What follows belongs to an exercise in optimizing a design on an open flow for small area, a short achievable clock period and few clock cycles; a production flow would make more cautious choices.
Function was checked by simulation only, so behaviour that the tests miss may differ from the original.
No activity file was given, so power comes from the tool's default toggle rates.

==> flow/design.v <==
module ysyx_22051086_MULTIPLIER(
    input         clk,
    input         rst,
    input         mul_valid,
    input         flush,
    input         mulw,
    input         mul_signed,
    input [63:0]  multiplicand,
    input [63:0]  multiplier,
    output        mul_ready,
    output        out_valid,
    output [63:0] result_hi,
    output [63:0] result_lo
);
parameter IDLE = 2'b00;
parameter RUN = 2'b01;
parameter RUNW = 2'b10;
parameter WAIT = 2'b11;
reg [1:0] cur_state;
reg [1:0] next_state;
always @(posedge clk) 
	if (rst || flush)
		cur_state <= IDLE;
	else
		cur_state <= next_state;
always @(*)begin
    case(cur_state)
    IDLE:
    begin
        if(mul_valid && !mulw)    
            next_state = RUN;
        else if(mul_valid && mulw)
            next_state = RUNW;
        else
            next_state = IDLE;
    end
    RUN:
    begin
        if(counter == 6'b100000)   
            next_state = WAIT;
        else
            next_state = RUN;
    end
    RUNW:
    begin
        if(wcounter == 5'b10000)  
            next_state = WAIT;
        else
            next_state = RUNW;
    end
    WAIT:
    begin
        next_state = IDLE;
    end
    endcase
end
reg [5:0] counter;
reg [4:0] wcounter;
always @(posedge clk)begin
    if(cur_state == IDLE)
        counter <= 6'b0;
    else if(cur_state == RUN)
        counter <= counter + 1;
    else
        counter <= 6'b0;
end
always @(posedge clk)begin
    if(cur_state == IDLE)
        wcounter <= 5'b0;
    else if(cur_state == RUNW)
        wcounter <= wcounter + 1;
    else
        wcounter <= 5'b0;
end
reg         reg_mulw;
reg [131:0] reg_multiplicand;
reg [65:0] reg_multiplier;
reg [67:0] reg_multiplicand_w;
reg [33:0] reg_multiplier_w;
always @(posedge clk)begin
    if(cur_state == IDLE && mul_valid && !mulw && mul_signed)begin
        reg_multiplicand <= {{68{multiplicand[63]}},multiplicand};
        reg_multiplier <= {multiplier[63],multiplier,1'b0};
    end
    else if(cur_state == IDLE && mul_valid && !mulw && !mul_signed)begin
        reg_multiplicand <= {{68{1'b0}},multiplicand};
        reg_multiplier <= {1'b0,multiplier,1'b0};
    end
    else if(cur_state == IDLE && mul_valid && mulw && mul_signed)begin
        reg_multiplicand_w <= {{36{multiplicand[31]}},multiplicand[31:0]};
        reg_multiplier_w <= {multiplier[31],multiplier[31:0],1'b0};
    end
    else if(cur_state == IDLE && mul_valid && mulw && !mul_signed)begin
        reg_multiplicand_w <= {{36{1'b0}},multiplicand[31:0]};
        reg_multiplier_w <= {1'b0,multiplier[31:0],1'b0};
    end
    else if(cur_state == RUNW)begin
        reg_multiplier_w <= reg_multiplier_w >> 2;
        reg_multiplicand_w <= reg_multiplicand_w << 2;
    end
    else if(cur_state == RUN)begin
        reg_multiplier <= reg_multiplier >> 2;
        reg_multiplicand <= reg_multiplicand << 2;
    end
end
always @ (posedge clk) begin
    if(cur_state == IDLE && mul_valid)begin
        reg_mulw <= mulw;
    end
end
reg [67:0] res_w;
always @(posedge clk)begin
    if(cur_state == IDLE)
        res_w <= 68'b0;
    else if(cur_state == RUNW)
        res_w <= res_w + p_w + c_w;
end
wire [67:0] p_w = ~(~({68{sel_negative_w}} & ~reg_multiplicand_w) & ~({68{sel_double_negative_w}} & ~(reg_multiplicand_w << 1)) 
                & ~({68{sel_positive_w}} & reg_multiplicand_w ) & ~({68{sel_double_positive_w}} & (reg_multiplicand_w<< 1)));
wire [67:0] c_w = (sel_negative_w || sel_double_negative_w) ? {67'b0,1'b1}:0;
wire y_add_w,y_w,y_sub_w;
assign {y_add_w,y_w,y_sub_w} = reg_multiplier_w[2:0];
wire sel_negative_w =  y_add_w & (y_w & ~y_sub_w | ~y_w & y_sub_w);
wire sel_positive_w = ~y_add_w & (y_w & ~y_sub_w | ~y_w & y_sub_w);
wire sel_double_negative_w =  y_add_w & ~y_w & ~y_sub_w;
wire sel_double_positive_w = ~y_add_w &  y_w &  y_sub_w;
reg [131:0] res;
always @(posedge clk)begin
    if(cur_state == IDLE)
        res <= 132'b0;
    else if(cur_state == RUN)
        res <= res + p + c;
end
wire [131:0] p = ~(~({132{sel_negative}} & ~reg_multiplicand) & ~({132{sel_double_negative}} & ~(reg_multiplicand << 1)) 
                & ~({132{sel_positive}} & reg_multiplicand) & ~({132{sel_double_positive}} & (reg_multiplicand << 1)));
wire [131:0] c = (sel_negative || sel_double_negative) ? {131'b0,1'b1}:0;
wire y_add,y,y_sub;
assign {y_add,y,y_sub} = reg_multiplier[2:0];
wire sel_negative =  y_add & (y & ~y_sub | ~y & y_sub);
wire sel_positive = ~y_add & (y & ~y_sub | ~y & y_sub);
wire sel_double_negative =  y_add & ~y & ~y_sub;
wire sel_double_positive = ~y_add &  y &  y_sub;
assign result_hi = reg_mulw ? {{32{res_w[63]}},res_w[63:32]} : res[127:64];
assign result_lo = reg_mulw ? {{32{res_w[31]}},res_w[31:0]} : res[63:0];
assign out_valid = cur_state == WAIT;
assign mul_ready = cur_state == IDLE;
endmodule
module ysyx_22051086_DIVIDER(
    input         clk,
    input         rst,
    input [63:0]  dividend,
    input [63:0]  divisor,
    input         div_valid,
    input         divw,
    input         div_signed,
    input         flush,
    output        div_ready,
    output        out_valid,
    output [63:0] quotient,
    output [63:0] remainder 
);
parameter IDLE = 2'b00;
parameter RUN = 2'b01;
parameter RUNW = 2'b10;
parameter WAIT = 2'b11;
reg [1:0] cur_state;
reg [1:0] next_state;
always @(posedge clk) 
	if (rst || flush)
		cur_state <= IDLE;
	else
		cur_state <= next_state;
always @(*)begin
    case(cur_state)
    IDLE:
    begin
        if(div_valid && !divw)    
            next_state = RUN;
        else if(div_valid && divw)
            next_state = RUNW;
        else
            next_state = IDLE;
    end
    RUN:
    begin
        if(counter == 6'b111111)
            next_state = WAIT;
        else
            next_state = RUN;
    end
    RUNW:
    begin
        if(wcounter == 5'b11111)
            next_state = WAIT;
        else
            next_state = RUNW;
    end
    WAIT:
    begin
        next_state = IDLE;
    end
    endcase
end
reg [5:0] counter;
reg [4:0] wcounter;
always @(posedge clk)begin
    if(cur_state == IDLE)
        counter <= 6'b0;
    else if(cur_state == RUN)
        counter <= counter + 1;
end
always @(posedge clk)begin
    if(cur_state == IDLE)
        wcounter <= 5'b0;
    else if(cur_state == RUNW)
        wcounter <= wcounter + 1;
end
/*verilator lint_off UNUSED*/
wire [63:0] abs_dividend = dividend[63] ? ~dividend[63:0]+1:dividend[63:0] ;
wire [63:0] abs_divisor = divisor[63] ? ~divisor[63:0]+1:divisor[63:0];
reg [127:0]  reg_dividend;
reg [63:0]   reg_divisor;
wire [31:0] abs_dividend_w = dividend[31] ? ~dividend[31:0]+1:dividend[31:0] ;
wire [31:0] abs_divisor_w = divisor[31] ? ~divisor[31:0]+1:divisor[31:0];
reg [63:0]  reg_dividend_w;
reg [31:0]   reg_divisor_w;
reg          reg_divw;
reg          reg_div_signed;
reg [63:0]   reg_quotient;
always @(posedge clk)begin
    if(cur_state == IDLE && div_valid && !divw && !div_signed)begin
        reg_dividend <= {{64{1'b0}},dividend};
        reg_divisor <= divisor;
        reg_divw <= divw;
        reg_div_signed <= div_signed;
        reg_quotient <= 64'b0;
    end
    else if(cur_state == IDLE && div_valid && !divw && div_signed)begin
        reg_dividend <= {{64{1'b0}},abs_dividend};
        reg_divisor <= abs_divisor;
        reg_divw <= divw;
        reg_div_signed <= div_signed;
        reg_quotient <= 64'b0;
    end
    else if(cur_state == IDLE && div_valid && divw && !div_signed)begin
        reg_dividend_w <= {32'b0,dividend[31:0]};
        reg_divisor_w <= divisor[31:0];
        reg_divw <= divw;
        reg_div_signed <= div_signed;
        reg_quotient <= 64'b0;
    end
    else if(cur_state == IDLE && div_valid && divw && div_signed)begin
        reg_dividend_w <= {32'b0,abs_dividend_w};
        reg_divisor_w <= abs_divisor_w[31:0];
        reg_divw <= divw;
        reg_div_signed <= div_signed;
        reg_quotient <= 64'b0;
    end
    else if(cur_state == RUN && temp[64] == 1 )begin
        reg_quotient[63-counter] <= 0; 
        reg_dividend <= reg_dividend << 1;
    end
    else if(cur_state == RUN && temp[64] == 0 )begin
        reg_quotient[63-counter] <= 1;
        reg_dividend <= {temp[63:0],reg_dividend[62:0],1'b0};
    end
    else if(cur_state == RUNW && temp_w[32] == 1 )begin
        reg_quotient[31-wcounter] <= 0; 
        reg_dividend_w <= reg_dividend_w << 1;
    end
    else if(cur_state == RUNW && temp_w[32] == 0 )begin
        reg_quotient[31-wcounter] <= 1;
        reg_dividend_w <= {temp_w[31:0],reg_dividend_w[30:0],1'b0};
    end
end
reg res_minus_w;
reg res_minus;
always @(posedge clk)begin
    if(cur_state == IDLE && div_valid && divw )
        res_minus_w <= (dividend[31]!=divisor[31]);
    else if (cur_state == IDLE && div_valid && !divw )
        res_minus <= (dividend[63]!=divisor[63]);
end 
reg dividend_minus;
reg dividend_w_minus;
always @(posedge clk)begin
    if(cur_state == IDLE && div_valid && divw)
        dividend_w_minus <= dividend[31];
    else if(cur_state == IDLE && div_valid && !divw)
        dividend_minus <= dividend[63];
end
wire [64:0] A = reg_dividend[127:63];
wire [64:0] B = ~{1'b0, reg_divisor} + 1;
wire [64:0] temp = A + B;
wire [32:0] A_w = reg_dividend_w[63: 31];
wire [32:0] B_w = ~{1'b0, reg_divisor_w[31:0]}+1;
wire [32:0] temp_w = A_w + B_w;
wire [63:0] unsigned_quotient;
wire [63:0] signed_quotient;
wire [63:0] unsigned_remainder;
wire [63:0] signed_remainder;
assign unsigned_quotient = reg_divw ? {{32{reg_quotient[31]}},reg_quotient[31:0]} : reg_quotient;
assign signed_quotient = (reg_divw && res_minus_w) ? {{32{1'b1}}, ~reg_quotient[31:0]+1}
                       : (reg_divw && !res_minus_w) ? {{32{reg_quotient[31]}},reg_quotient[31:0]}
                       : (!reg_divw && res_minus) ?  ~reg_quotient+1
                       : reg_quotient;
assign unsigned_remainder = reg_divw ? {{32{reg_dividend_w[63]}},reg_dividend_w[63:32]} : reg_dividend[127:64] ;
assign signed_remainder = (reg_divw && dividend_w_minus) ? {{32{1'b1}}, ~reg_dividend_w[63:32]+1}
                       : (reg_divw && !dividend_w_minus) ? {{32{reg_dividend_w[63]}},reg_dividend_w[63:32]}
                       : (!reg_divw && dividend_minus) ?  ~reg_dividend[127:64] +1
                       : reg_dividend[127:64] ;
assign div_ready = cur_state == IDLE;
assign out_valid = cur_state == WAIT;
assign quotient = reg_div_signed ? signed_quotient : unsigned_quotient;
assign remainder = reg_div_signed ? signed_remainder : unsigned_remainder;
endmodule
module ysyx_22051086_ALU (
    input       ex_valid,
    input       clk,
    input       rst,
    input [4:0] aluop,
    input [63:0] alu_src1,
    input [63:0] alu_src2,
    output [63:0] alu_res,
    output        alu_busy 
);
/*verilator lint_off UNUSED*/
wire [63:0] add_sub_result; 
wire [63:0] and_result;
wire [63:0] or_result;
wire [63:0] xor_result;
wire [63:0] sll_result; 
wire [63:0] sr_result; 
wire [31:0] sllw_result; 
wire [63:0] srw_result;  
wire [63:0] slt_result;
wire [63:0] sltu_result;
/*verilator lint_off WIDTH*/
wire [63:0] adder_a   = alu_src1;
wire [63:0] adder_b   = (aluop==5'b10001||aluop==5'b01011||aluop==5'b01100) ? ~alu_src2 : alu_src2;
wire adder_cin = (aluop==5'b10001||aluop==5'b01011||aluop==5'b01100) ? 1'b1      : 1'b0;
wire adder_cout;
assign {adder_cout, add_sub_result} = adder_a + adder_b + adder_cin;
assign and_result = alu_src1 & alu_src2;
assign or_result  = alu_src1 | alu_src2;
assign xor_result = alu_src1 ^ alu_src2;
assign sll_result = alu_src1 << alu_src2;
assign sr_result = {{64{~aluop[0] & alu_src1[63]}},alu_src1[63:0]} >> alu_src2;
assign sllw_result = alu_src1[31:0] << alu_src2;
assign srw_result ={{32{~aluop[4] & alu_src1[31]}} ,alu_src1[31:0]} >> alu_src2;
assign sltu_result[63:1]=63'b0;
assign sltu_result[0]=~adder_cout;
assign slt_result[63:1]=63'b0;
assign slt_result[0]=(alu_src1[63] & ~alu_src2[63]) | ((alu_src1[63] ~^ alu_src2[63]) & add_sub_result[63]);
wire mul_valid = op_mul && !mul_doing && !mul_out_valid && ex_valid && !mul_has_sent;
reg mul_doing;
reg mul_has_sent;
always @ (posedge clk)begin
    if(rst)
        mul_has_sent <= 1'b0;
    else if(mul_valid)
        mul_has_sent <= 1'b1;
    else if(!mul_doing)
        mul_has_sent <= 1'b0;
end
always @(posedge clk)begin
    if(rst)begin
        mul_doing <= 1'b0;
    end
    else if(mul_out_valid)begin
        mul_doing <= 1'b0;
    end
    else if(mul_valid && mul_ready)begin
        mul_doing <= 1'b1;
    end
end
wire op_mul = (aluop == 5'b01000 || aluop ==5'b01101);
wire op_mulw = aluop == 5'b01000;
wire op_mul_signed = (aluop == 5'b01000 || aluop ==5'b01101);
wire mul_ready;
wire mul_out_valid;
wire [63:0] mul_res_hi;
wire [63:0] mul_res_lo;
ysyx_22051086_MULTIPLIER mymultiplier(clk,rst,mul_valid,flush,op_mulw,op_mul_signed,alu_src1,alu_src2,mul_ready,mul_out_valid,mul_res_hi,mul_res_lo);
wire div_valid = op_div && !div_doing && !div_out_valid && ex_valid && !div_has_sent;
wire div_ready;
wire div_out_valid;
reg div_doing;
reg div_has_sent;
always @ (posedge clk)begin
    if(rst)
        div_has_sent <= 1'b0;
    else if(div_valid)
        div_has_sent <= 1'b1;
    else if(!div_doing)
        div_has_sent <= 1'b0;
end
always @(posedge clk)begin
    if(rst)begin
        div_doing <= 1'b0;
    end
    else if(div_out_valid)begin
        div_doing <= 1'b0;
    end
    else if(div_valid && div_ready)begin
        div_doing <= 1'b1;
    end
end
wire op_divw = (aluop == 5'b01001 || aluop == 5'b01010 || aluop == 5'b10011 || aluop == 5'b10100); 
wire op_div_signed = (aluop == 5'b01001 || aluop == 5'b01010 || aluop == 5'b10110);
wire op_div = (aluop == 5'b01001 || aluop == 5'b01010 || aluop == 5'b10010 || aluop == 5'b10011 || aluop == 5'b10100  || aluop == 5'b10101 || aluop==5'b10110);
wire flush = 0;
wire [63:0] quotient;
wire [63:0] remainder;
ysyx_22051086_DIVIDER mydivider(
    .clk(clk),
    .rst(rst),
    .dividend(alu_src1),
    .divisor(alu_src2),
    .div_valid(div_valid),
    .divw(op_divw),
    .div_signed(op_div_signed),
    .flush(flush),
    .div_ready(div_ready),
    .out_valid(div_out_valid),
    .quotient(quotient),
    .remainder(remainder)
    );
assign alu_busy = op_div ? (div_doing || div_valid)
                : op_mul ? (mul_doing || mul_valid)
                : 0;
assign alu_res = (aluop == 5'b00001 || aluop ==5'b10001)? add_sub_result
               : (aluop == 5'b00010)? and_result
               : (aluop == 5'b00011)? or_result
               : (aluop == 5'b00100)? xor_result
               : (aluop == 5'b00101)? sll_result
               : (aluop == 5'b00110 || aluop == 5'b00111)? sr_result[63:0]
               : (aluop == 5'b01000 || aluop == 5'b01101)? mul_res_lo
               : (aluop == 5'b01001 || aluop == 5'b10010 || aluop == 5'b10011 || aluop == 5'b10110)? quotient
               : (aluop == 5'b01010 || aluop == 5'b10100 || aluop == 5'b10101)? remainder
               : (aluop == 5'b01011) ? slt_result
               : (aluop == 5'b01100) ? sltu_result
               : (aluop == 5'b01110)? {32'b0,sllw_result}
               : (aluop == 5'b01111 || aluop == 5'b10000)? srw_result
               :0;
endmodule
==> flow/run.sh <==
#!/bin/bash
# synth_recipe.tcl (not shown) runs the flow's synth.tcl, then flattens the netlist and writes it again
# the make line also repeats each setting of config.mk as NAME=value (left out here)
make -C /OpenROAD-flow-scripts/flow DESIGN_CONFIG=/design/flow/config.mk WORK_HOME=/design/flow/orfs CLKGATE_MAP_FILE= SYNTH_SCRIPT=/design/flow/synth_recipe.tcl finish
==> flow/config.mk <==
export PLATFORM = sky130hd
export DESIGN_NAME = ysyx_22051086_ALU
export DESIGN_NICKNAME = ysyx_22051086_ALU
export VERILOG_FILES = /design/flow/design.v
export SDC_FILE = /design/flow/constraint.sdc
export NUM_CORES = 4
export LEC_CHECK = 0
export CAP_MARGIN = 20
export CORE_MARGIN = 2
export CORE_UTILIZATION = 40
export SETUP_SLACK_MARGIN = 0.3
export SLEW_MARGIN = 20
==> flow/constraint.sdc <==
create_clock -name core_clock -period 10.0 [get_ports {clk}]
set_input_delay 2.0000 -clock core_clock [delete_from_list [all_inputs] [get_ports {clk}]]
set_output_delay 2.0000 -clock core_clock [all_outputs]
set_load 0.01 [all_outputs]
==> metrics.md <==
| Metric | Value |
|---|---|
| Status | `no timing/DRC/antenna violations` |
| CP Data Arrival Time | `7.85 ns` |
| I/O pin cnt | `201` |
| CP Max Fanout | `17` |
| Clock transition at the registers of the reported paths | `0.06 ns` |
| Net Count, Synth | `9495` |
| Cells after Synth | `8951` |
| CTS tree | `built` |
| R2r setup slk | `3.49 ns` |
| Dpl cells | `11372` |
| Wire per inst | `37.6 microns` |
| Placement Rows | `153` |
| Final Instance Count excl. Fillers | `11570` |
| Synth unique cells | `103` |
| Drt first pass iters | `9` |
| NumNets Final | `9691` |
| Via-per-instance ratio | `6.77` |
| CP max stage delay | `0.97 ns` |
| Clock net sink count | `681` |
| Tcrit/Tclk final | `0.985` |
| Mean Syn Cell Area | `7.77 sq um` |
| Worst EP required | `8.00 ns` |
| Cell Pwr Density | `141 nW/um^2` |
| Core area | `173000 sq um` |
| Vias in the first global route | `72444` |
| Min-delay worst type | `register to register` |
| Slew HR | `0.0524` |
| Tot GR Track Use | `0.469` |
| Tmin final | `9.85 ns` |
| Fin. max-slew vios | `0` |
| CP Launch Type | `input pin` |
| Num CTS Buffers | `88` |
| Share of layout cells above drive strength 1 | `0.121` |
| Most frequent CP cell | `o21ai_0` |
| DP HPWL | `343 mm` |
| Initial Util | `0.402` |
| CP Capture Type | `output port` |
| Area contributors post-synth | `edfxtp_1 (18%), dfxtp_1 (7.3%), ha_1 (7.2%)` |
| Commonest non-fill, non-tap cell in the layout | `o21ai_0` |
| Starting DRT DRC Count | `10910` |
| CTS Hold Buffers Added | `0` |
| Largest net degree at the start of global routing | `118` |
| DRC | `0` |
| Root Buffer Master | `clkbuf_16` |
| RSZ-0062 raised after global routing | `true` |
| Die ar. | `177000 sq um` |
| Worst hold slack | `0.453 ns` |
| Crit-path cells | `buf_6, buf_4, nor2_2, nand2_1, a21oi_1, o21ai_1, a211oi_1, o21ai_0, o311a_1, o21ai_0, a31oi_1, o2bb2ai_1, o2111ai_1, clkdlybuf4s50_1` |
| Die width | `421 microns` |
| First-pass GRT wire length | `587 mm` |
| Initial antenna violation count | `57` |
| Area share of the largest cell type after synthesis | `0.184` |
| Flop and latch count out of synthesis | `681` |
| Max clock buf depth | `3` |
| Total Neg Setup Slack | `0 ns` |
| Synthesized cell area | `69600 sq um` |
| Final Setup Violations | `0` |
| YS warnings | `3` |
| Seq/Total Area, Yosys | `0.257` |
| Grt total ovfl | `0` |
| Top_reg_cell synth | `edfxtp_1` |
| GPL Wtd Cong | `1.14` |
| Crit path kind | `input pin to output port` |
| Fin Clk Skew | `0.0549 ns` |
| EDFF count, synth | `426` |
| Clk latency of the worst-skew pair | `0.79 ns` |
| CTS H-tree lvls | `3` |
| Routed Antenna Nets | `0` |
| Leakage Power | `31.1 nW` |
| Worst slew pin tran | `1.42 ns` |
| Fin util | `0.461` |
| Post-synth ARST share | `0` |
| Leading area contributor after synthesis | `edfxtp_1` |
| Commonest non-fill, non-tap cells in the layout | `o21ai_0 (975), nand2_1 (960), nor2_1 (891)` |
| Wirelength, routed | `435 mm` |
| CP max stage cell | `a21oi_1` |
| Max-Cap Viols | `0` |
| FMAX | `0.102 GHz` |
| Total number of vias | `78276` |
| Final hold vios | `0` |
| Port bufs | `200` |
| Max VDD drop | `0.000141 V` |
| Die height | `421 microns` |
| Total Power | `11.3 mW` |
| Area grow syn2layout | `14.8%` |
-- routing by layer --
metal	vias up	share of wire	track usage
li1	33230	-	-
met1	38428	0.38	0.579
met2	5328	0.41	0.687
met3	1256	0.13	0.173
met4	34	0.078	0.299
met5	-	0.00053	0
-- logic make-up (layout without fill, tap and decap cells) --
family | after synthesis | after routing | share of synthesized area
fa+ha+maj | 409 | 409 | 0.0743
buf+inv | 1015 | 1284 | 0.0557
mux | 350 | 350 | 0.0754
compound gates | 3007 | 3007 | 0.268
xor+xnor | 693 | 693 | 0.0873
other cells | 0 | 25 | 0
simple gates | 2796 | 2796 | 0.182
flops | 681 | 681 | 0.257
-- per-stage QoR --
step / instance area (sq um) / setup slack [ns]
floorplan: 69600 / 1.23
global placement: 76600 / -1.09
detailed placement: 76700 / 0.0226
CTS: 79600 / 0.254
global route: 79800 / 0.197
finish: 79900 / 0.153
-- report_power, final --
part | leakage [nW] | internal (mW) | switching (mW)
sequential | 5.97 | 3.15 | 0.277
clock | 1.41 | 1.85 | 1.44
combinational | 23.7 | 1.58 | 2.96
-- flip-flops by register name (all words and copies together), names as in the netlist, 2 cells and up, named ones only --
name,count
mydivider.reg_divisor_w,32
mymultiplier.reg_multiplier,66
mydivider.cur_state,2
mydivider.reg_dividend_w,64
mymultiplier.counter,6
mydivider.counter,6
mymultiplier.reg_multiplicand,64
mydivider.reg_divisor,64
mydivider.reg_dividend,128
mymultiplier.res,64
mymultiplier.reg_multiplier_w,34
mymultiplier.cur_state,2
mymultiplier.reg_multiplicand_w,32
mymultiplier.wcounter,5
mydivider.wcounter,5
mymultiplier.res_w,32
-- cells in the mapped netlist, types with 149 or more instances --
library cell / instances
a211oi_1: 151
a21o_1: 161
a21oi_1: 747
clkbuf_1: 547
dfxtp_1: 255
edfxtp_1: 426
ha_1: 401
inv_1: 333
nand2_1: 968
nand3_1: 149
nor2_1: 903
nor3_1: 189
o21ai_0: 984
xnor2_1: 431
xor2_1: 262
-- what timing repair did --
item / in CTS / in global routing
gates resized for setup: 9 / 19
setup endpoints to repair: 13 / 26
pin swaps: 3 / 4
buffers inserted: 1 / 8
-- worst max-delay path: cells and delay by family --
family	cells	cell delay (ns)
simple gates	2	0.95
compound gates	9	3.70
buf+inv	3	1.11
-- area by class of cell --
class,count,area [sq um]
fill,17195,93400
multi-input combinational,7255,48200
sequential,681,17900
timing repair buffer,782,6640
tap,2325,2910
clock buffer,123,2490
inverter,339,1280
clock inverter,40,417
antenna,25,62.6
-- final timing paths --
check,from,end,depth (start not counted)
setup / recovery,alu_src2[0],alu_res[44],14
hold / removal,mymultiplier.res_w[0],mymultiplier.res_w[0],2
setup reg to reg,mydivider.reg_dividend[63],register,15
hold reg to reg,mymultiplier.res_w[0],mymultiplier.res_w[0],2
Testbench counts, summed over its fixed seeds: cycles 364,971.

separate check: timing with driven ports:
How much do the figures lean on ideal ports? The routed layout below was timed once more, with nothing changed but the port constraints. Step 1: set_driving_cell puts a clkbuf_16 on clk and a buf_2 on each other input, an assumption about the parent block. Step 2 times the ports against the registers' clock, not the clock port: input delays grow and output delays shrink by t, the midpoint of the rising clock arrivals with the driver on. a / b / c = ideal ports / drivers / drivers and shift; a / b = the first two.
t (ns): 0.849
setup slack, ns: 0.153 / 0.111 / 0.111
worst data-port slew with drivers (ns): 0.15
After both steps this run still meets setup and hold. For this run, drivers alone change the setup slack by -0.042 ns; drivers and shift together by -0.042 ns.
